This design comes from an exercise in tuning for a short achievable clock period and few clock cycles on the open sky130 flow, not from production work. Only simulation tests tie the RTL to the original design; equivalence was not proved. Power figures rest on the tool's default switching activity, not on a simulated workload.

--- design.v ---
module rv_xorw #(parameter W = 32) (input wire [W-1:0] a, input wire [W-1:0] b, output wire [W-1:0] y);
    assign y = a ^ b;
endmodule
module rv_xnorw #(parameter W = 32) (input wire [W-1:0] a, input wire [W-1:0] b, output wire [W-1:0] y);
    assign y = ~(a ^ b);
endmodule
module rv_andw #(parameter W = 32) (input wire [W-1:0] a, input wire [W-1:0] b, output wire [W-1:0] y);
    assign y = a & b;
endmodule
module rv_andnw #(parameter W = 32) (input wire [W-1:0] a, input wire [W-1:0] b, output wire [W-1:0] y);
    assign y = a & ~b;
endmodule
module rv_carry #(parameter W = 32) (
    input  wire [W-1:0] g,
    input  wire [W-1:0] p,
    input  wire         cin,
    output wire [W-1:0] c,
    output wire         cout
);
    localparam L = (W > 16) ? 5 : (W > 8) ? 4 : (W > 4) ? 3 : (W > 2) ? 2 : 1;
    wire [W-1:0] G [0:L];
    wire [W-1:0] P [0:L];
    assign G[0] = g;
    assign P[0] = p;
    genvar k, i;
    generate
        for (k = 0; k < L; k = k + 1) begin : lvl
            for (i = 0; i < W; i = i + 1) begin : bt
                if (i >= (1 << k)) begin : comb
                    assign G[k+1][i] = G[k][i] | (P[k][i] & G[k][i-(1<<k)]);
                    assign P[k+1][i] = P[k][i] & P[k][i-(1<<k)];
                end else begin : pass
                    assign G[k+1][i] = G[k][i];
                    assign P[k+1][i] = P[k][i];
                end
            end
        end
    endgenerate
    wire [W-1:0] co = G[L] | (P[L] & {W{cin}});
    assign c    = {co[W-2:0], cin};
    assign cout = co[W-1];
endmodule
module rv_add #(parameter W = 32) (input wire [W-1:0] a, input wire [W-1:0] b,
                                   output wire [W-1:0] s, output wire cout);
    wire [W-1:0] p, g, c;
    rv_xorw  #(W) px (.a(a), .b(b), .y(p));
    rv_andw  #(W) gx (.a(a), .b(b), .y(g));
    rv_carry #(W) cx (.g(g), .p(p), .cin(1'b0), .c(c), .cout(cout));
    rv_xorw  #(W) sx (.a(p), .b(c), .y(s));
endmodule
module rv_sub (input wire [31:0] a, input wire [31:0] b, output wire [31:0] s);
    wire [31:0] p, g, c;
    wire        co;
    rv_xnorw #(32) px (.a(a), .b(b), .y(p));
    rv_andnw #(32) gx (.a(a), .b(b), .y(g));
    rv_carry #(32) cx (.g(g), .p(p), .cin(1'b1), .c(c), .cout(co));
    rv_xorw  #(32) sx (.a(p), .b(c), .y(s));
endmodule
module rv_incdec #(parameter LO = 13) (input wire [31:0] pc,
                                       output wire [31:LO] inc, output wire [31:LO] dec);
    assign inc = pc[31:LO] + 1'b1;
    assign dec = pc[31:LO] - 1'b1;
endmodule
module rv_alu (
    input  wire [31:0] a,
    input  wire [31:0] b,
    input  wire [31:0] pc4,
    input  wire        op_slt,
    input  wire        op_or,
    input  wire        op_and,
    input  wire        op_link,
    output wire [31:0] sum,
    output wire [31:0] diff,
    output wire [31:0] other
);
    wire [31:0] oth;
    wire        co;
    rv_add #(32) add_u (.a(a), .b(b), .s(sum), .cout(co));
    rv_sub       sub_u (.a(a), .b(b), .s(diff));
    rv_alu_misc  mis_u (.a(a), .b(b), .pc4(pc4), .op_or(op_or), .op_and(op_and),
                        .op_link(op_link), .other(oth));
    rv_alu_slt   slt_u (.a31(a[31]), .b31(b[31]), .d31(diff[31]), .op_slt(op_slt),
                        .oth(oth), .other(other));
endmodule
module rv_alu_misc (
    input  wire [31:0] a,
    input  wire [31:0] b,
    input  wire [31:0] pc4,
    input  wire        op_or,
    input  wire        op_and,
    input  wire        op_link,
    output wire [31:0] other
);
    assign other = ({32{op_or}} & (a | b)) | ({32{op_and}} & (a & b)) | ({32{op_link}} & pc4);
endmodule
module rv_alu_slt (
    input  wire        a31,
    input  wire        b31,
    input  wire        d31,
    input  wire        op_slt,
    input  wire [31:0] oth,
    output wire [31:0] other
);
    wire lt = (a31 ^ b31) ? a31 : d31;
    assign other = {oth[31:1], oth[0] | (op_slt & lt)};
endmodule
module rv_fwd4 (
    input  wire        s0, s1, s2, s3,
    input  wire [31:0] d0, d1, d2, d3,
    output wire [31:0] y
);
    assign y = ({32{s0}} & d0) | ({32{s1}} & d1) | ({32{s2}} & d2) | ({32{s3}} & d3);
endmodule
module rv_add20 (input wire [19:0] a, input wire [19:0] b, input wire c, output wire [19:0] s);
    assign s = a + b + c;
endmodule
module rv_rf_mux (
    input  wire [1023:0] regs,
    input  wire [4:0]    ra,
    output wire [31:0]   rd
);
    assign rd = regs[ra*32 +: 32];
endmodule
module rv_ao (input wire s, input wire [31:0] a, input wire [31:0] o, output wire [31:0] y);
    assign y = ({32{s}} & a) | o;
endmodule
module rv_eq32 (input wire [31:0] a, input wire [31:0] b, output wire eq);
    assign eq = (a == b);
endmodule
module rv_pcsel (
    input  wire        sel_b,
    input  wire        sel_j,
    input  wire        sel_h,
    input  wire        sel_o,
    input  wire [31:0] tgt_b,
    input  wire [31:0] tgt_j,
    input  wire [31:0] hold,
    input  wire [31:0] other,
    output wire [31:0] pc_next
);
    assign pc_next = ({32{sel_b}} & tgt_b) | ({32{sel_j}} & tgt_j)
                   | ({32{sel_h}} & hold)  | ({32{sel_o}} & other);
endmodule
module rv_mux32 (input wire s, input wire [31:0] a, input wire [31:0] b, output wire [31:0] y);
    assign y = s ? a : b;
endmodule
module riscv_single_cycle (
    input  wire        clk,
    input  wire        rst,
    output wire [31:0] imem_addr,
    input  wire [31:0] imem_rdata,
    output wire [31:0] dmem_addr,
    output wire [31:0] dmem_wdata,
    output wire        dmem_we,
    input  wire [31:0] dmem_rdata
);
    reg [31:0] rf [1:31];
    wire [1023:0] regs;
    assign regs[31:0] = 32'd0;
    genvar gi;
    generate
        for (gi = 1; gi < 32; gi = gi + 1) begin : rfw
            assign regs[gi*32 +: 32] = rf[gi];
        end
    endgenerate
    reg [31:0] pc;
    reg        fx_t;                 
    wire       fx = fx_t & ~((fx_imm == 20'hFFFFF) & fx_c | (fx_imm == 20'h00000) & ~fx_c);
    reg [19:0] fx_pc, fx_imm;
    reg        fx_c;
    reg        x_wr, x_ld, x_st, x_br, x_pred;
    reg [4:0]  x_rd;
    reg [31:0] x_a, x_b, x_bv, x_pc4;
    reg [11:0] x_lo;                 
    reg        x_c;
    reg [31:12] x_pchi, x_inc;
    reg        x_add, x_sub, x_slt, x_or, x_and, x_link;
    reg        x_1s, x_1d, x_1o, x_1n;
    reg        x_2s, x_2d, x_2o, x_2n;
    reg        x_vs, x_vd, x_vo, x_vn;
    reg        m_wr, m_ld, m_we, m_add, m_sub;
    reg [4:0]  m_rd;
    reg [31:0] m_sum, m_diff, m_oth, m_sd;
    wire [31:0] ins = imem_rdata;
    wire [6:0]  f_op  = ins[6:0];
    wire [2:0]  f_f3  = ins[14:12];
    wire [4:0]  f_rd  = ins[11:7];
    wire [4:0]  f_rs1 = ins[19:15];
    wire [4:0]  f_rs2 = ins[24:20];
    wire f_isR = (f_op == 7'b0110011);
    wire f_isI = (f_op == 7'b0010011);
    wire f_isL = (f_op == 7'b0000011);
    wire f_isS = (f_op == 7'b0100011);
    wire f_isB = (f_op == 7'b1100011);
    wire f_isJ = (f_op == 7'b1101111);
    wire [31:0] immI = {{20{ins[31]}}, ins[31:20]};
    wire [31:0] immS = {{20{ins[31]}}, ins[31:25], ins[11:7]};
    wire [31:0] immB = {{20{ins[31]}}, ins[7], ins[30:25], ins[11:8], 1'b0};
    wire [31:0] immJ = {{12{ins[31]}}, ins[19:12], ins[20], ins[30:21], 1'b0};
    wire [31:0] pc4 = pc + 32'd4;
    wire [11:0] loB, loJ;
    wire        cB, cJ;
    rv_add #(12) addB (.a(pc[11:0]), .b(immB[11:0]), .s(loB), .cout(cB));
    rv_add #(12) addJ (.a(pc[11:0]), .b(immJ[11:0]), .s(loJ), .cout(cJ));
    wire [31:12] incB, decB;
    rv_incdec #(12) idB (.pc(pc), .inc(incB), .dec(decB));
    wire f_same  = (f_rs1 == f_rs2);
    wire f_b4    = (immB == 32'd4);
    wire f_predB = f_same | ins[31];
    wire f_jump  = f_isJ | (f_isB & f_predB);
    wire f_use1 = f_isR | f_isI | f_isL | f_isS | f_isB;
    wire f_use2 = f_isR | f_isS | f_isB;
    wire f_wr   = (f_isR | f_isI | f_isL | f_isJ) & (f_rd != 5'd0);
    wire [31:0] m_val;
    rv_fwd4 mv (.s0(m_add), .s1(m_sub), .s2(1'b1), .s3(1'b0),
                .d0(m_sum), .d1(m_diff), .d2(m_oth), .d3(32'd0), .y(m_val));
    wire [31:0] m_wdata = m_ld ? dmem_rdata : m_val;
    wire [31:0] r1, r2, f_a, f_b, f_bv;
    rv_rf_mux rm1 (.regs(regs), .ra(f_rs1), .rd(r1));
    rv_rf_mux rm2 (.regs(regs), .ra(f_rs2), .rd(r2));
    wire byp1 = m_wr & (m_rd == f_rs1);
    wire byp2 = m_wr & (m_rd == f_rs2);
    rv_ao ao1 (.s(~byp1), .a(r1), .o({32{byp1}} & m_wdata), .y(f_a));
    rv_ao ao2 (.s(~byp2), .a(r2), .o({32{byp2}} & m_wdata), .y(f_b));
    rv_ao ao3 (.s(f_isR & ~byp2), .a(r2),
               .o(({32{f_isR & byp2}} & m_wdata) | ({32{~f_isR}} & (f_isS ? immS : immI))),
               .y(f_bv));
    wire f_alu   = f_isR | f_isI;
    wire f_subop = f_alu & (f_f3 == 3'b000) & f_isR & ins[30];
    wire f_sltop = f_alu & (f_f3 == 3'b010);
    wire f_orop  = f_alu & (f_f3 == 3'b110);
    wire f_andop = f_alu & (f_f3 == 3'b111);
    wire f_addop = ~(f_subop | f_sltop | f_orop | f_andop | f_isJ);
    wire fw1 = x_wr & ~x_ld & (x_rd == f_rs1);
    wire fw2 = x_wr & ~x_ld & (x_rd == f_rs2);
    wire fwv = fw2 & f_isR;
    wire [31:0] a, b2, bs;
    rv_fwd4 fa (.s0(x_1s), .s1(x_1d), .s2(x_1o), .s3(x_1n),
                .d0(m_sum), .d1(m_diff), .d2(m_oth), .d3(x_a), .y(a));
    rv_fwd4 fb (.s0(x_2s), .s1(x_2d), .s2(x_2o), .s3(x_2n),
                .d0(m_sum), .d1(m_diff), .d2(m_oth), .d3(x_b), .y(b2));
    rv_fwd4 fv (.s0(x_vs), .s1(x_vd), .s2(x_vo), .s3(x_vn),
                .d0(m_sum), .d1(m_diff), .d2(m_oth), .d3(x_bv), .y(bs));
    wire [31:0] x_sum, x_diff, x_oth;
    rv_alu alu (.a(a), .b(bs), .pc4(x_pc4),
                .op_slt(x_slt), .op_or(x_or), .op_and(x_and), .op_link(x_link),
                .sum(x_sum), .diff(x_diff), .other(x_oth));
    wire e_ab, e_sb, e_db, e_ob, e_as, e_ad, e_ao;
    rv_eq32 eq0 (.a(x_a),    .b(x_b),    .eq(e_ab));
    rv_eq32 eq1 (.a(m_sum),  .b(x_b),    .eq(e_sb));
    rv_eq32 eq2 (.a(m_diff), .b(x_b),    .eq(e_db));
    rv_eq32 eq3 (.a(m_oth),  .b(x_b),    .eq(e_ob));
    rv_eq32 eq4 (.a(x_a),    .b(m_sum),  .eq(e_as));
    rv_eq32 eq5 (.a(x_a),    .b(m_diff), .eq(e_ad));
    rv_eq32 eq6 (.a(x_a),    .b(m_oth),  .eq(e_ao));
    wire x_eq = (~x_1n & ~x_2n)
              | (x_1n & x_2n & e_ab)
              | (x_1s & x_2n & e_sb) | (x_1d & x_2n & e_db) | (x_1o & x_2n & e_ob)
              | (x_1n & x_2s & e_as) | (x_1n & x_2d & e_ad) | (x_1n & x_2o & e_ao);
    wire x_redirect = x_br & (x_eq ^ x_pred);
    wire [31:0] x_alt = x_pred ? x_pc4 :
                        {x_c ? x_inc : x_pchi, x_lo};    
    wire stall = x_ld & x_wr & ((f_use1 & (f_rs1 == x_rd)) | (f_use2 & (f_rs2 == x_rd)));
    wire f_go  = ~x_redirect & ~fx & ~stall;
    wire f_take = ~rst & ~fx & ~stall & f_jump;
    wire f_hold = ~rst & ~fx & stall;
    wire [19:0] fx_hi;
    rv_add20 fxa (.a(fx_pc), .b(fx_imm), .c(fx_c), .s(fx_hi));
    wire [31:0] pc_other = rst ? 32'd0 : fx ? {fx_hi, pc[11:0]} : pc4;
    wire [31:0] pc_f, pc_next;
    rv_pcsel pcs (.sel_b(f_take & ~f_isJ), .sel_j(f_take & f_isJ), .sel_h(f_hold),
                  .sel_o(~f_take & ~f_hold),
                  .tgt_b({pc[31:12], loB}), .tgt_j({pc[31:12], loJ}), .hold(pc),
                  .other(pc_other), .pc_next(pc_f));
    rv_mux32 pcr (.s(x_redirect & ~rst), .a(x_alt), .b(pc_f), .y(pc_next));
    assign imem_addr  = pc;
    assign dmem_addr  = m_sum;       
    assign dmem_wdata = m_sd;
    assign dmem_we    = m_we;
    always @(posedge clk) begin
        pc     <= pc_next;
        fx_t   <= f_take & ~x_redirect;
        fx_pc  <= pc[31:12];
        fx_imm <= f_isJ ? immJ[31:12] : immB[31:12];
        fx_c   <= f_isJ ? cJ : cB;
        x_wr     <= ~rst & f_go & f_wr;
        x_ld     <= ~rst & f_go & f_isL;
        x_st     <= ~rst & f_go & f_isS;
        x_br     <= ~rst & f_go & f_isB & ~f_same & ~f_b4;
        x_pred   <= ins[31];
        x_rd     <= f_rd;
        x_a      <= f_a;
        x_b      <= f_b;
        x_bv     <= f_bv;
        x_pc4    <= pc4;
        x_lo     <= loB;
        x_c      <= cB;
        x_pchi   <= pc[31:12];
        x_inc    <= incB;
        x_add    <= f_addop;
        x_sub    <= f_subop;
        x_slt    <= f_sltop;
        x_or     <= f_orop;
        x_and    <= f_andop;
        x_link   <= f_isJ;
        x_1s <= fw1 & x_add;  x_1d <= fw1 & x_sub;  x_1o <= fw1 & ~x_add & ~x_sub;  x_1n <= ~fw1;
        x_2s <= fw2 & x_add;  x_2d <= fw2 & x_sub;  x_2o <= fw2 & ~x_add & ~x_sub;  x_2n <= ~fw2;
        x_vs <= fwv & x_add;  x_vd <= fwv & x_sub;  x_vo <= fwv & ~x_add & ~x_sub;  x_vn <= ~fwv;
        m_wr   <= ~rst & x_wr;
        m_ld   <= x_ld;
        m_we   <= ~rst & x_st;
        m_rd   <= x_rd;
        m_add  <= x_add;
        m_sub  <= x_sub;
        m_sum  <= x_sum;
        m_diff <= x_diff;
        m_oth  <= x_oth;
        m_sd   <= b2;
        if (m_wr) rf[m_rd] <= m_wdata;
    end
endmodule
--- flow/run.sh ---
#!/bin/bash
set -euo pipefail
MARGIN=6.8
sed -E "s/SETUP_SLACK_MARGIN=[0-9.]+/SETUP_SLACK_MARGIN=${MARGIN}/" standard.sh > standard_tight.sh
grep -q "SETUP_SLACK_MARGIN=${MARGIN}" standard_tight.sh
bash standard_tight.sh > make_flow.log 2>&1
--- standard.sh ---
#!/bin/bash
# synth_recipe.tcl (not shown) runs the flow's synth.tcl, then flattens the netlist and writes it again
# the make line also repeats each setting of config.mk as NAME=value (left out here)
make -C /OpenROAD-flow-scripts/flow DESIGN_CONFIG=/design/flow/config.mk WORK_HOME=/design/flow/orfs CLKGATE_MAP_FILE= SYNTH_SCRIPT=/design/flow/synth_recipe.tcl "${@:-finish}"
--- config.mk ---
export PLATFORM = sky130hd
export DESIGN_NAME = riscv_single_cycle
export DESIGN_NICKNAME = riscv_single_cycle
export VERILOG_FILES = /design/flow/design.v
export SDC_FILE = /design/flow/constraint.sdc
export NUM_CORES = 4
export LEC_CHECK = 0
export ABC_CLOCK_PERIOD_IN_PS = 2500
export CAP_MARGIN = 20
export CORE_MARGIN = 2
export CORE_UTILIZATION = 40
export PLACE_DENSITY = 0.6
export SETUP_SLACK_MARGIN = 5
export SLEW_MARGIN = 20
export SYNTH_HIERARCHICAL = 1
export TNS_END_PERCENT = 100
--- constraint.sdc ---
create_clock -name core_clock -period 10.0 [get_ports {clk}]
set_input_delay 2.0000 -clock core_clock [delete_from_list [all_inputs] [get_ports {clk}]]
set_output_delay 2.0000 -clock core_clock [all_outputs]
set_load 0.01 [all_outputs]
==> metrics.cfg, run 1 <==
[floorplanning]
coreArea_um2 = 183000
io_pins = 163
die_h_um = 433
rows = 157
start_util = 0.402
dieArea_um2 = 188000
die_x_um = 433

[yosys]
syn_inst = 6318
ys_warn_count = 9
syn_avg_cell_area_um2 = 11.7
synth_area_um2 = 73700

[worst_setup_path]
crit_fanout = 2
crit_chain = buf_8 > buf_6
crit_path_top_delay_cell = dfxtp_4
end_kind = output port
required_ps = 8000
cp.arrival_ps = 1370
start_kind = flip-flop
crit_path_max_incr_delay_ps = 340
path_class = flip-flop to output port
reg2reg_slack_ps = 6700

[route]
drt_iter0_markers = 7870
drc = 0
drt_pre_antenna_iters = 6
via_per_inst = 6.31
ant_nets = 0
vias = 58700
routedWlPerCell_um = 33.1
wirelength_um = 308000

[sta]
relSlewSlack = 0.185
period_share = 0.337
min_period_ps = 3370
rsz0062_at_grt = yes
fmax_mhz = 297
fin_worst_skew_ps = 65.0
tns_ps = 0
worst_pin_slew_ps = 1220
setup_violations = 0
hold_violations = 0
setup_slack_ps = 6630
slew_violations = 0

[cells_and_area]
fill_cells = 16200
drive_gt1_frac = 0.212
layout.nets = 6794
fin_area_um2 = 89200
area_growth_syn_to_layout_pct = 21.0
finish.utilization = 0.487

[clock_network]
postCtsHoldBufs = 0
htreeDepth = 4
clock_latency_ps = 850
clkTransAtPathRegs_ps = 60
cts_root_buf = clkbuf_16
cts_buffer_depth = 3
clkSinkCount = 1381
cts_tree = done
numCtsBuffers = 156

[place]
hpwl_um = 167000
place_congestion = 0.978
port_buffers = 162
place_ws_ps = 4380
dpl-instance-area_um2 = 77700

[global_route]
grt_start_max_net_pins = 123
grt_pass1_wl_um = 418000
grt_pass1_vias = 55600
gr-total-overflow = 0
grt_use_total = 0.313
grt_antenna_before_repair = 11

[pwr]
p_leak_nw = 34.9
irDropWorstVdd_mv = 0.180
power_mw = 16.3
power_density_nw_per_um2 = 182
power.share.combinational = 0.200
p_sw_frac = 0.309
cell_internal_pwr_mw = 11.2
power_frac_seq = 0.440
p_sw_mw = 5.02
clkPwrFrac = 0.360

[min_path]
min_path_type = flip-flop to flip-flop

[run]
drv_cap = 0

[status]
status = finished clean

==> timing repair <==
action / in CTS / in global routing
pin swaps: 74 / 88
cloned: 47 / 17
hold endpoints to repair: 0 / 0
resized for setup: 1088 / 273
buffers inserted: 146 / 68
endpoints found under the setup margin: 579 / 498
==> layout make-up <==
type	count	area, µm²	area share
Clock inverter	63	795	0.00891
Tap cell	2464	3080	0.0346
Multi-Input combinational cell	4517	36000	0.404
Sequential cell	1381	37900	0.425
Clock buffer	224	4450	0.0499
Inverter	116	492	0.00552
Timing Repair inverter	14	100	0.00112
Antenna cell	12	30.0	0.000337
Timing Repair Buffer	519	6290	0.0706
==> final timing paths <==
path | from | endpoint | depth (start not counted)
worst max-delay path | m_sum[9] | dmem_addr[9] | 2
worst min-delay path | x_ld | m_ld | 0
worst max register to register | x_bv[23] | m_oth[0] | 12
worst min register to register | x_ld | m_ld | 0
==> power groups by stage <==
stage          combinational [mW]  clock [mW]  sequential, mW
2_1_floorplan                1.54           0            7.08
3_3_place_gp                 2.45           0            7.35
3_5_place_dp                 2.47           0            7.35
4_1_cts                      2.98        5.88            7.13
5_1_grt                      3.40        6.12            7.15
6_report                     3.26        5.85            7.15
==> sequential cells by signal (all words and copies together) (netlist names), 5 cells and up <==
name / count
x_bv: 32
rf: 992
x_pc4: 32
x_lo: 12
x_pchi: 20
m_sd: 32
m_sum: 32
x_inc: 20
pc: 32
m_diff: 32
m_rd: 5
x_b: 32
m_oth: 32
fx_imm: 9
x_a: 32
x_rd: 5
==> through the flow <==
step	hold WS, ps	instances
final	412	9310
after global routing	408	9302
after CTS	395	9213
after detailed placement	380	8733
after global placement	383	8733
after floorplan	335	6430
==> critical path, delay by kind of cell (launching register included) <==
family	cells	cell delay (ps)
buffers and inverters	2	230
flip-flops	1	340
==> layout by cell type (no fill, tap or decap), types with 70 or more instances in the layout <==
cell,n
a21o_1,140
a21oi_1,281
a22o_1,128
a22oi_1,468
a22oi_2,78
a31oi_1,70
buf_4,238
buf_6,98
clkbuf_16,164
conb_1,118
dfxtp_1,234
dfxtp_2,89
edfxtp_1,992
inv_1,99
mux2i_1,1066
nand2_1,401
nand3_1,230
nor2_1,144
nor3_1,96
o21ai_0,86
xor2_1,377
==> metal layers <==
layer  wire length [µm]  share of wire  up-vias  GRT usage
met5                159        0.00052        -          0
met4              19900          0.065        8      0.176
met3              33800           0.11      901     0.0743
met2             136000           0.44     3694      0.477
met1             119000           0.39    29600      0.408
li1                   -              -    24500          -
Testbench counts, summed over its fixed seeds: cycles 53,980.
==> inputs of run 2 (changes only) <==
--- a/design.v
+++ b/design.v
@@ -48,9 +48,10 @@
     rv_carry #(W) cx (.g(g), .p(p), .cin(1'b0), .c(c), .cout(cout));
     rv_xorw  #(W) sx (.a(p), .b(c), .y(s));
 endmodule
-module rv_sub (input wire [31:0] a, input wire [31:0] b, output wire [31:0] s);
+module rv_sub (input wire [31:0] a, input wire [31:0] b, output wire [31:0] s, output wire c31);
     wire [31:0] p, g, c;
     wire        co;
+    assign c31 = c[31];
     rv_xnorw #(32) px (.a(a), .b(b), .y(p));
     rv_andnw #(32) gx (.a(a), .b(b), .y(g));
     rv_carry #(32) cx (.g(g), .p(p), .cin(1'b1), .c(c), .cout(co));
@@ -76,10 +77,11 @@
     wire [31:0] oth;
     wire        co;
     rv_add #(32) add_u (.a(a), .b(b), .s(sum), .cout(co));
-    rv_sub       sub_u (.a(a), .b(b), .s(diff));
+    wire         c31;
+    rv_sub       sub_u (.a(a), .b(b), .s(diff), .c31(c31));
     rv_alu_misc  mis_u (.a(a), .b(b), .pc4(pc4), .op_or(op_or), .op_and(op_and),
                         .op_link(op_link), .other(oth));
-    rv_alu_slt   slt_u (.a31(a[31]), .b31(b[31]), .d31(diff[31]), .op_slt(op_slt),
+    rv_alu_slt   slt_u (.a31(a[31]), .b31(b[31]), .c31(c31), .op_slt(op_slt),
                         .oth(oth), .other(other));
 endmodule
 module rv_alu_misc (
@@ -96,12 +98,12 @@
 module rv_alu_slt (
     input  wire        a31,
     input  wire        b31,
-    input  wire        d31,
+    input  wire        c31,
     input  wire        op_slt,
     input  wire [31:0] oth,
     output wire [31:0] other
 );
-    wire lt = (a31 ^ b31) ? a31 : d31;
+    wire lt = (a31 ^ b31) ? a31 : ~c31;
     assign other = {oth[31:1], oth[0] | (op_slt & lt)};
 endmodule
 module rv_fwd4 (
@@ -141,8 +143,40 @@
     assign pc_next = ({32{sel_b}} & tgt_b) | ({32{sel_j}} & tgt_j)
                    | ({32{sel_h}} & hold)  | ({32{sel_o}} & other);
 endmodule
-module rv_mux32 (input wire s, input wire [31:0] a, input wire [31:0] b, output wire [31:0] y);
-    assign y = s ? a : b;
+module rv_fctl (
+    input  wire [6:0] op,
+    input  wire [4:0] rs1,
+    input  wire [4:0] rs2,
+    input  wire       sign,
+    input  wire       rst,
+    input  wire       redirect,
+    input  wire       fx,
+    input  wire       x_ldwr,        
+    input  wire [4:0] x_rd,
+    output wire       sel_b,
+    output wire       sel_j,
+    output wire       sel_h,
+    output wire       sel_o,
+    output wire       go,
+    output wire       take
+);
+    wire isR = (op == 7'b0110011);
+    wire isI = (op == 7'b0010011);
+    wire isL = (op == 7'b0000011);
+    wire isS = (op == 7'b0100011);
+    wire isB = (op == 7'b1100011);
+    wire isJ = (op == 7'b1101111);
+    wire use1 = isR | isI | isL | isS | isB;
+    wire use2 = isR | isS | isB;
+    wire stall = x_ldwr & ((use1 & (rs1 == x_rd)) | (use2 & (rs2 == x_rd)));
+    wire free  = ~rst & ~redirect & ~fx;
+    wire jump  = isJ | (isB & ((rs1 == rs2) | sign));
+    assign go    = ~redirect & ~fx & ~stall;
+    assign take  = free & ~stall & jump;
+    assign sel_b = take & ~isJ;
+    assign sel_j = take & isJ;
+    assign sel_h = free & stall;
+    assign sel_o = ~take & ~(free & stall);
 endmodule
 module riscv_single_cycle (
     input  wire        clk,
@@ -180,7 +214,10 @@
     reg        x_vs, x_vd, x_vo, x_vn;
     reg        m_wr, m_ld, m_we, m_add, m_sub;
     reg [4:0]  m_rd;
-    reg [31:0] m_sum, m_diff, m_oth, m_sd;
+    reg [31:0] m_sum, m_diff, m_oth, m_sd, m_addr;
+    reg        w_wr;
+    reg [4:0]  w_rd;
+    reg [31:0] w_data;
     wire [31:0] ins = imem_rdata;
     wire [6:0]  f_op  = ins[6:0];
     wire [2:0]  f_f3  = ins[14:12];
@@ -206,10 +243,6 @@
     rv_incdec #(12) idB (.pc(pc), .inc(incB), .dec(decB));
     wire f_same  = (f_rs1 == f_rs2);
     wire f_b4    = (immB == 32'd4);
-    wire f_predB = f_same | ins[31];
-    wire f_jump  = f_isJ | (f_isB & f_predB);
-    wire f_use1 = f_isR | f_isI | f_isL | f_isS | f_isB;
-    wire f_use2 = f_isR | f_isS | f_isB;
     wire f_wr   = (f_isR | f_isI | f_isL | f_isJ) & (f_rd != 5'd0);
     wire [31:0] m_val;
     rv_fwd4 mv (.s0(m_add), .s1(m_sub), .s2(1'b1), .s3(1'b0),
@@ -218,12 +251,16 @@
     wire [31:0] r1, r2, f_a, f_b, f_bv;
     rv_rf_mux rm1 (.regs(regs), .ra(f_rs1), .rd(r1));
     rv_rf_mux rm2 (.regs(regs), .ra(f_rs2), .rd(r2));
-    wire byp1 = m_wr & (m_rd == f_rs1);
-    wire byp2 = m_wr & (m_rd == f_rs2);
-    rv_ao ao1 (.s(~byp1), .a(r1), .o({32{byp1}} & m_wdata), .y(f_a));
-    rv_ao ao2 (.s(~byp2), .a(r2), .o({32{byp2}} & m_wdata), .y(f_b));
-    rv_ao ao3 (.s(f_isR & ~byp2), .a(r2),
-               .o(({32{f_isR & byp2}} & m_wdata) | ({32{~f_isR}} & (f_isS ? immS : immI))),
+    wire bm1 = m_wr & (m_rd == f_rs1);
+    wire bm2 = m_wr & (m_rd == f_rs2);
+    wire bw1 = ~bm1 & w_wr & (w_rd == f_rs1);
+    wire bw2 = ~bm2 & w_wr & (w_rd == f_rs2);
+    wire [31:0] byv1 = ({32{bm1}} & m_wdata) | ({32{bw1}} & w_data);
+    wire [31:0] byv2 = ({32{bm2}} & m_wdata) | ({32{bw2}} & w_data);
+    rv_ao ao1 (.s(~bm1 & ~bw1), .a(r1), .o(byv1), .y(f_a));
+    rv_ao ao2 (.s(~bm2 & ~bw2), .a(r2), .o(byv2), .y(f_b));
+    rv_ao ao3 (.s(f_isR & ~bm2 & ~bw2), .a(r2),
+               .o(({32{f_isR}} & byv2) | ({32{~f_isR}} & (f_isS ? immS : immI))),
                .y(f_bv));
     wire f_alu   = f_isR | f_isI;
     wire f_subop = f_alu & (f_f3 == 3'b000) & f_isR & ins[30];
@@ -260,26 +297,25 @@
     wire x_redirect = x_br & (x_eq ^ x_pred);
     wire [31:0] x_alt = x_pred ? x_pc4 :
                         {x_c ? x_inc : x_pchi, x_lo};    
-    wire stall = x_ld & x_wr & ((f_use1 & (f_rs1 == x_rd)) | (f_use2 & (f_rs2 == x_rd)));
-    wire f_go  = ~x_redirect & ~fx & ~stall;
-    wire f_take = ~rst & ~fx & ~stall & f_jump;
-    wire f_hold = ~rst & ~fx & stall;
+    wire f_go, f_take, sel_b, sel_j, sel_h, sel_o;
+    rv_fctl fctl (.op(f_op), .rs1(f_rs1), .rs2(f_rs2), .sign(ins[31]), .rst(rst),
+                  .redirect(x_redirect), .fx(fx), .x_ldwr(x_ld & x_wr), .x_rd(x_rd),
+                  .sel_b(sel_b), .sel_j(sel_j), .sel_h(sel_h), .sel_o(sel_o),
+                  .go(f_go), .take(f_take));
     wire [19:0] fx_hi;
     rv_add20 fxa (.a(fx_pc), .b(fx_imm), .c(fx_c), .s(fx_hi));
-    wire [31:0] pc_other = rst ? 32'd0 : fx ? {fx_hi, pc[11:0]} : pc4;
-    wire [31:0] pc_f, pc_next;
-    rv_pcsel pcs (.sel_b(f_take & ~f_isJ), .sel_j(f_take & f_isJ), .sel_h(f_hold),
-                  .sel_o(~f_take & ~f_hold),
+    wire [31:0] pc_other = rst ? 32'd0 : x_redirect ? x_alt : fx ? {fx_hi, pc[11:0]} : pc4;
+    wire [31:0] pc_next;
+    rv_pcsel pcs (.sel_b(sel_b), .sel_j(sel_j), .sel_h(sel_h), .sel_o(sel_o),
                   .tgt_b({pc[31:12], loB}), .tgt_j({pc[31:12], loJ}), .hold(pc),
-                  .other(pc_other), .pc_next(pc_f));
-    rv_mux32 pcr (.s(x_redirect & ~rst), .a(x_alt), .b(pc_f), .y(pc_next));
+                  .other(pc_other), .pc_next(pc_next));
     assign imem_addr  = pc;
-    assign dmem_addr  = m_sum;       
+    assign dmem_addr  = m_addr;      
     assign dmem_wdata = m_sd;
     assign dmem_we    = m_we;
     always @(posedge clk) begin
         pc     <= pc_next;
-        fx_t   <= f_take & ~x_redirect;
+        fx_t   <= f_take;
         fx_pc  <= pc[31:12];
         fx_imm <= f_isJ ? immJ[31:12] : immB[31:12];
         fx_c   <= f_isJ ? cJ : cB;
@@ -315,7 +351,11 @@
         m_sum  <= x_sum;
         m_diff <= x_diff;
         m_oth  <= x_oth;
+        m_addr <= (x_ld | x_st) ? x_sum : 32'd0;    
         m_sd   <= b2;
-        if (m_wr) rf[m_rd] <= m_wdata;
+        w_wr   <= ~rst & m_wr;
+        w_rd   <= m_rd;
+        w_data <= m_wdata;
+        if (w_wr) rf[w_rd] <= w_data;
     end
 endmodule
==> run 2 against run 1 <==
Net effect:
- still clean
- via count grew 5.3%
- setup slack worse by 470 ps
- combinational power decreased by 16%
- critical path depth up 16
- non-clock buffer count grew 170
- final area grew 6.0%
- hold slack better by 7.5 ps
- flip-flop and latch count up 70
- first-iteration DRC count is 13% higher
- largest power group unchanged
==> metrics.cfg, run 2 <==
[status]
status = finished clean

[clock_network]
clock_latency_ps = 820
numCtsBuffers = 157
cts_buffer_depth = 3
cts_root_buf = clkbuf_16
clkTransAtPathRegs_ps = 60
postCtsHoldBufs = 0
cts_tree = done
clkSinkCount = 1451
htreeDepth = 4

[place]
place_ws_ps = 4280
dpl-instance-area_um2 = 80000
hpwl_um = 178000
place_congestion = 0.945
port_buffers = 162

[route]
drc = 0
drt_pre_antenna_iters = 9
via_per_inst = 6.37
vias = 61800
drt_iter0_markers = 8925
ant_nets = 0
routedWlPerCell_um = 33.9
wirelength_um = 329000

[cells_and_area]
layout.nets = 7156
largest_reg_flops = 992
regMostFlops = rf
mostFrequentLayoutCells = 1095 x mux2i_1, 992 x edfxtp_1, 437 x a22oi_1
fin_area_um2 = 94500
area_growth_syn_to_layout_pct = 24.2
drive_gt1_frac = 0.239
layout_commonest_cell = mux2i_1

[min_path]
holdPathEnd = w_rd[1]
hold_depth = 0
hp-start = m_rd[1]
min_path_type = flip-flop to flip-flop

[yosys]
syn_inst = 6559
syn_avg_cell_area_um2 = 11.6
ys_warn_count = 9
synth_area_um2 = 76100

[sta]
rsz0062_at_grt = yes
slew_violations = 0
fin_worst_skew_ps = 28.4
relSlewSlack = 0.186
setup_slack_ps = 6160
tns_ps = 0
min_period_ps = 3840
hold_violations = 0
worst_pin_slew_ps = 1220
setup_violations = 0
fmax_mhz = 260
period_share = 0.384

[global_route]
grt_pass1_vias = 58500
grt_start_max_net_pins = 64
grt_use_total = 0.322
grt_pass1_wl_um = 443000
gr-total-overflow = 0
grt_antenna_before_repair = 10

[floorplanning]
coreArea_um2 = 190000
io_pins = 163
die_x_um = 440
die_h_um = 440
start_util = 0.401
rows = 160
dieArea_um2 = 194000

[pwr]
power_density_nw_per_um2 = 177
irDropWorstVdd_mv = 0.138
p_leak_nw = 37.0

[worst_setup_path]
crit_fanout = 10
rr_endpoint = pc[15]
end_kind = flip-flop
reg2reg_from = x_a[27]
start_kind = flip-flop
required_ps = 10740
cp.arrival_ps = 4590
r2r_cells = 18
path_class = flip-flop to flip-flop
reg2reg_slack_ps = 6160

[run]
drv_cap = 0

==> run 2: per-layer routing <==
metal / global-route usage / vias to the layer above / share of wire
met5: 0 / - / 0.00029
met4: 0.159 / 6 / 0.055
met3: 0.0858 / 904 / 0.12
met2: 0.467 / 4121 / 0.42
met1: 0.441 / 31100 / 0.40
li1: - / 25700 / -
==> run 2: stage by stage <==
step / power (mW) / util / hold WS [ps] / instances
after floorplan: 8.97 / - / 360 / 6671
after global placement: 10.1 / 0.422 / 414 / 8988
after detailed placement: 10.1 / 0.422 / 403 / 8988
after CTS: 16.3 / 0.482 / 411 / 9550
after global routing: 17.1 / 0.499 / 436 / 9714
final: 16.7 / 0.499 / 419 / 9717
==> run 2: layout make-up <==
class / count / area (µm²)
diodes: 7 / 17.5
clock buffers: 222 / 4520
clock inverters: 69 / 693
fillers: 16400 / 95000
inverters: 135 / 507
multi-input cells: 4633 / 37700
flip-flops and latches: 1451 / 39500
well taps: 2511 / 3140
repair buffers: 689 / 8460
==> run 2: how the worst max path moves through the flow <==
| stage | end | start | depth (start not counted) | slack [ps] |
|---|---|---|---|---|
| floorplan | x_a[30] | imem_rdata[16] | 9 | 6460 |
| global placement | x_b[5] | imem_rdata[22] | 8 | 4340 |
| detailed placement | x_b[16] | imem_rdata[22] | 9 | 4280 |
| CTS | pc[12] | x_b[29] | 17 | 6270 |
| global route | pc[12] | x_b[29] | 18 | 6020 |
| finish | pc[15] | x_a[27] | 18 | 6160 |
==> run 2: power by group <==
part / switching [mW] / leakage (nW) / internal (mW)
Sequential: 0.979 / 12.7 / 7.07
Combinational: 1.60 / 21.8 / 1.14
Clock: 2.59 / 2.55 / 3.34
==> run 2: critical path, cell delays in order, from the launching register on <==
cell      delay [ps]
dfxtp_1          560
xor2_1           140
nor4_1           600
nand4_1          180
nor2_1           190
a22oi_1          100
a21boi_0         260
buf_4            250
nor3_4            90
nor2_4           120
inv_2             50
nor3_4           120
nand4b_1         190
buf_6            190
a211oi_4         160
buf_6            210
buf_12           160
a22oi_1           90
nand2_1           80
==> run 2: timing repair <==
action                     in CTS  in global routing
pin swaps                     144                172
setup buffers                 211                144
gates resized for setup      1222                330
gates cloned                   60                 16
setup endpoints to repair     310                309
Testbench counts of run 2, summed over its fixed seeds: cycles 53,980.
==> inputs of run 3 (changes only) <==
--- a/design.v
+++ b/design.v
@@ -178,6 +178,20 @@
     assign sel_h = free & stall;
     assign sel_o = ~take & ~(free & stall);
 endmodule
+module rv_xctl (
+    input  wire x_br,
+    input  wire x_pred,
+    input  wire s1s, s1d, s1o, s1n,
+    input  wire s2s, s2d, s2o, s2n,
+    input  wire e_ab, e_sb, e_db, e_ob, e_as, e_ad, e_ao,
+    output wire redirect
+);
+    wire eq = (~s1n & ~s2n)
+            | (s1n & s2n & e_ab)
+            | (s1s & s2n & e_sb) | (s1d & s2n & e_db) | (s1o & s2n & e_ob)
+            | (s1n & s2s & e_as) | (s1n & s2d & e_ad) | (s1n & s2o & e_ao);
+    assign redirect = x_br & (eq ^ x_pred);
+endmodule
 module riscv_single_cycle (
     input  wire        clk,
     input  wire        rst,
@@ -290,11 +304,12 @@
     rv_eq32 eq4 (.a(x_a),    .b(m_sum),  .eq(e_as));
     rv_eq32 eq5 (.a(x_a),    .b(m_diff), .eq(e_ad));
     rv_eq32 eq6 (.a(x_a),    .b(m_oth),  .eq(e_ao));
-    wire x_eq = (~x_1n & ~x_2n)
-              | (x_1n & x_2n & e_ab)
-              | (x_1s & x_2n & e_sb) | (x_1d & x_2n & e_db) | (x_1o & x_2n & e_ob)
-              | (x_1n & x_2s & e_as) | (x_1n & x_2d & e_ad) | (x_1n & x_2o & e_ao);
-    wire x_redirect = x_br & (x_eq ^ x_pred);
+    wire x_redirect;
+    rv_xctl xctl (.x_br(x_br), .x_pred(x_pred),
+                  .s1s(x_1s), .s1d(x_1d), .s1o(x_1o), .s1n(x_1n),
+                  .s2s(x_2s), .s2d(x_2d), .s2o(x_2o), .s2n(x_2n),
+                  .e_ab(e_ab), .e_sb(e_sb), .e_db(e_db), .e_ob(e_ob),
+                  .e_as(e_as), .e_ad(e_ad), .e_ao(e_ao), .redirect(x_redirect));
     wire [31:0] x_alt = x_pred ? x_pc4 :
                         {x_c ? x_inc : x_pchi, x_lo};    
     wire f_go, f_take, sel_b, sel_j, sel_h, sel_o;
==> run 3 against run 2 <==
Net effect:
- combinational power is 8.0% lower
- flip-flop and latch count did not move
- first-iteration DRC count grew 8.3%
- largest power group unchanged
- final area down 2.4%
- sequential share of layout area increased by 0.89 points
- wire length shrank 1.2%
- core utilization fell by 0.83 points
- non-clock buffer count decreased by 107
==> metrics.cfg, run 3 <==
[status]
status = finished clean

[yosys]
syn_inst = 6490
ys_warn_count = 9
synth_area_um2 = 75900
syn_avg_cell_area_um2 = 11.7

[worst_setup_path]
crit_path_start = x_a[5]
crit_path_top_delay_cell = dfxtp_2
cp_common_cell = buf_6
r2r_cells = 16
reg2reg_slack_ps = 6310
end_kind = flip-flop
reg2reg_from = x_a[5]
cp.arrival_ps = 4390
path_class = flip-flop to flip-flop
crit_chain = xor2_1 > nor4_1 > nand4_1 > nor2_1 > a22oi_1 > a21boi_2 > buf_4 > nor3_2 > and3b_4 > buf_6 > nor2_2 > buf_6 > and3_1 > a221o_1 > a22oi_2 > nand2_1
required_ps = 10700
start_kind = flip-flop
crit_fanout = 6
rr_endpoint = pc[28]
crit_path_end = pc[28]
crit_path_max_incr_delay_ps = 580

[sta]
relSlewSlack = 0.136
min_period_ps = 3690
worst_pin_slew_ps = 1300
hold_violations = 0
period_share = 0.369
setup_violations = 0
rsz0062_at_grt = yes
tns_ps = 0
slew_violations = 0
holdWs_ps = 403
fin_worst_skew_ps = 37.4
fmax_mhz = 271

[global_route]
grt_pass1_vias = 58000
grt_start_max_net_pins = 69
gr-total-overflow = 0
grt_pass1_wl_um = 439000
grt_antenna_before_repair = 16
grt_use_total = 0.319

[floorplanning]
dieArea_um2 = 193000
rows = 159
die_h_um = 440
io_pins = 163
coreArea_um2 = 188000
start_util = 0.403
die_x_um = 440

[route]
drt_iter0_markers = 9667
drt_pre_antenna_iters = 6
routedWlPerCell_um = 34.1
vias = 61300
ant_nets = 0
via_per_inst = 6.43
drc = 0
wirelength_um = 325000

[place]
port_buffers = 162
dpl-instance-area_um2 = 79600
place_congestion = 0.974
dp.cells = 8902
hpwl_um = 167000

[cells_and_area]
layout.nets = 6993
largest_reg_flops = 992
regMostFlops = rf
mostFrequentLayoutCells = 1086 x mux2i_1, 992 x edfxtp_1, 448 x a22oi_1
fin_area_um2 = 92300
finish.utilization = 0.490
layout_commonest_cell = mux2i_1
area_growth_syn_to_layout_pct = 21.7
layoutNonFillerInstCount = 9532
drive_gt1_frac = 0.218
fill_cells = 16600

[clock_network]
clkSinkCount = 1451
cts_buffer_depth = 3
cts_root_buf = clkbuf_16
postCtsHoldBufs = 0
cts_tree = done
clock_latency_ps = 830
clkTransAtPathRegs_ps = 60
numCtsBuffers = 155
htreeDepth = 4

[pwr]
irDropWorstVdd_mv = 0.137
p_leak_nw = 36.5
power_density_nw_per_um2 = 177

[run]
drv_cap = 0

[min_path]
min_path_type = flip-flop to flip-flop

==> run 3: repair_timing <==
item | in CTS | in global routing
buffers inserted | 203 | 65
gates resized for setup | 1133 | 235
hold endpoints to repair | 0 | 0
pin swaps | 143 | 76
cloned | 58 | 14
setup endpoints to repair | 313 | 276
==> run 3: how the worst min path moves through the flow <==
stage                   end  cells after the start  startpoint  slack, ps
floorplan              m_ld                      0        x_ld        360
global placement    w_rd[2]                      0     m_rd[2]        380
detailed placement  w_rd[2]                      0     m_rd[2]        390
CTS                 w_rd[2]                      0     m_rd[2]        400
finish              w_rd[4]                      0     m_rd[4]        400
global route        w_rd[1]                      0     m_rd[1]        410
==> run 3: where the power goes <==
| group | internal [mW] | switching, mW | total (mW) |
|---|---|---|---|
| clock network | 3.36 | 2.49 | 5.85 |
| logic | 1.03 | 1.49 | 2.52 |
| registers | 7.05 | 0.946 | 8.00 |
==> run 3: critical path, delay by kind of cell, from the launching register on <==
| kind | cells | cell delay (ps) |
|---|---|---|
| compound gates | 4 | 730 |
| xor+xnor | 1 | 120 |
| simple gates | 8 | 1620 |
| flops | 1 | 580 |
| buf+inv | 3 | 500 |
==> run 3: final cells by class <==
class,instances,area [µm²],share of cell area
diodes,9,22.5,0.000244
multi-input cells,4607,37000,0.401
well taps,2495,3120,0.0338
repair buffers,582,7350,0.0796
inverters,107,417,0.00451
clock inverters,54,547,0.00592
flip-flops and latches,1451,39300,0.426
clock buffers,227,4520,0.0490
==> run 3: metal layers <==
metal  part of all wire  vias up  global-route usage
li1                   -    25300                   -
met1               0.39    30700               0.438
met2               0.41     4370               0.452
met3               0.13      917              0.0922
met4              0.063       14               0.170
met5            0.00049        -                   0
==> run 3: metrics by stage <==
stage	setup slack [ps]	power (mW)
after detailed placement	4270	10.0
after global routing	6260	16.7
after CTS	6470	16.1
after floorplan	6330	8.96
after global placement	3840	9.98
final	6310	16.4
Testbench counts of run 3, summed over its fixed seeds: cycles 53,980.

==> static timing again, ports no longer ideal <==
How much do the figures lean on ideal ports? The routed layouts below were timed once more, with nothing changed but the port constraints. Step 1 sets driving cells, clkbuf_16 on the clock port and buf_2 on the other inputs (assumed; they add their load-dependent delay and slew). Step 2 adds t to the input delays and takes it off the output delays; t is the mean of the earliest and latest rising clock arrival at the registers after step 1. Input paths then give back, and output paths get back, about the clock's delay inside the block. a / b / c = ideal ports / drivers / drivers and shift; a / b = the first two.
| run | t, ns | slack for setup (ns) | worst register clock-pin slew, ns |
|---|---|---|---|
| run 1 | 0.906 | 6.627 / 6.537 / 5.638 | 0.07 / 0.07 |
| run 2 | 0.903 | 6.160 / 6.160 / 5.426 | 0.07 / 0.07 |
| run 3 | 0.899 | 6.310 / 6.310 / 5.664 | 0.07 / 0.07 |
After both steps every run listed still meets setup and hold. The setup slack of run 1, which loses most, moves by -0.090 ns with the drivers and by -0.989 ns with both steps.
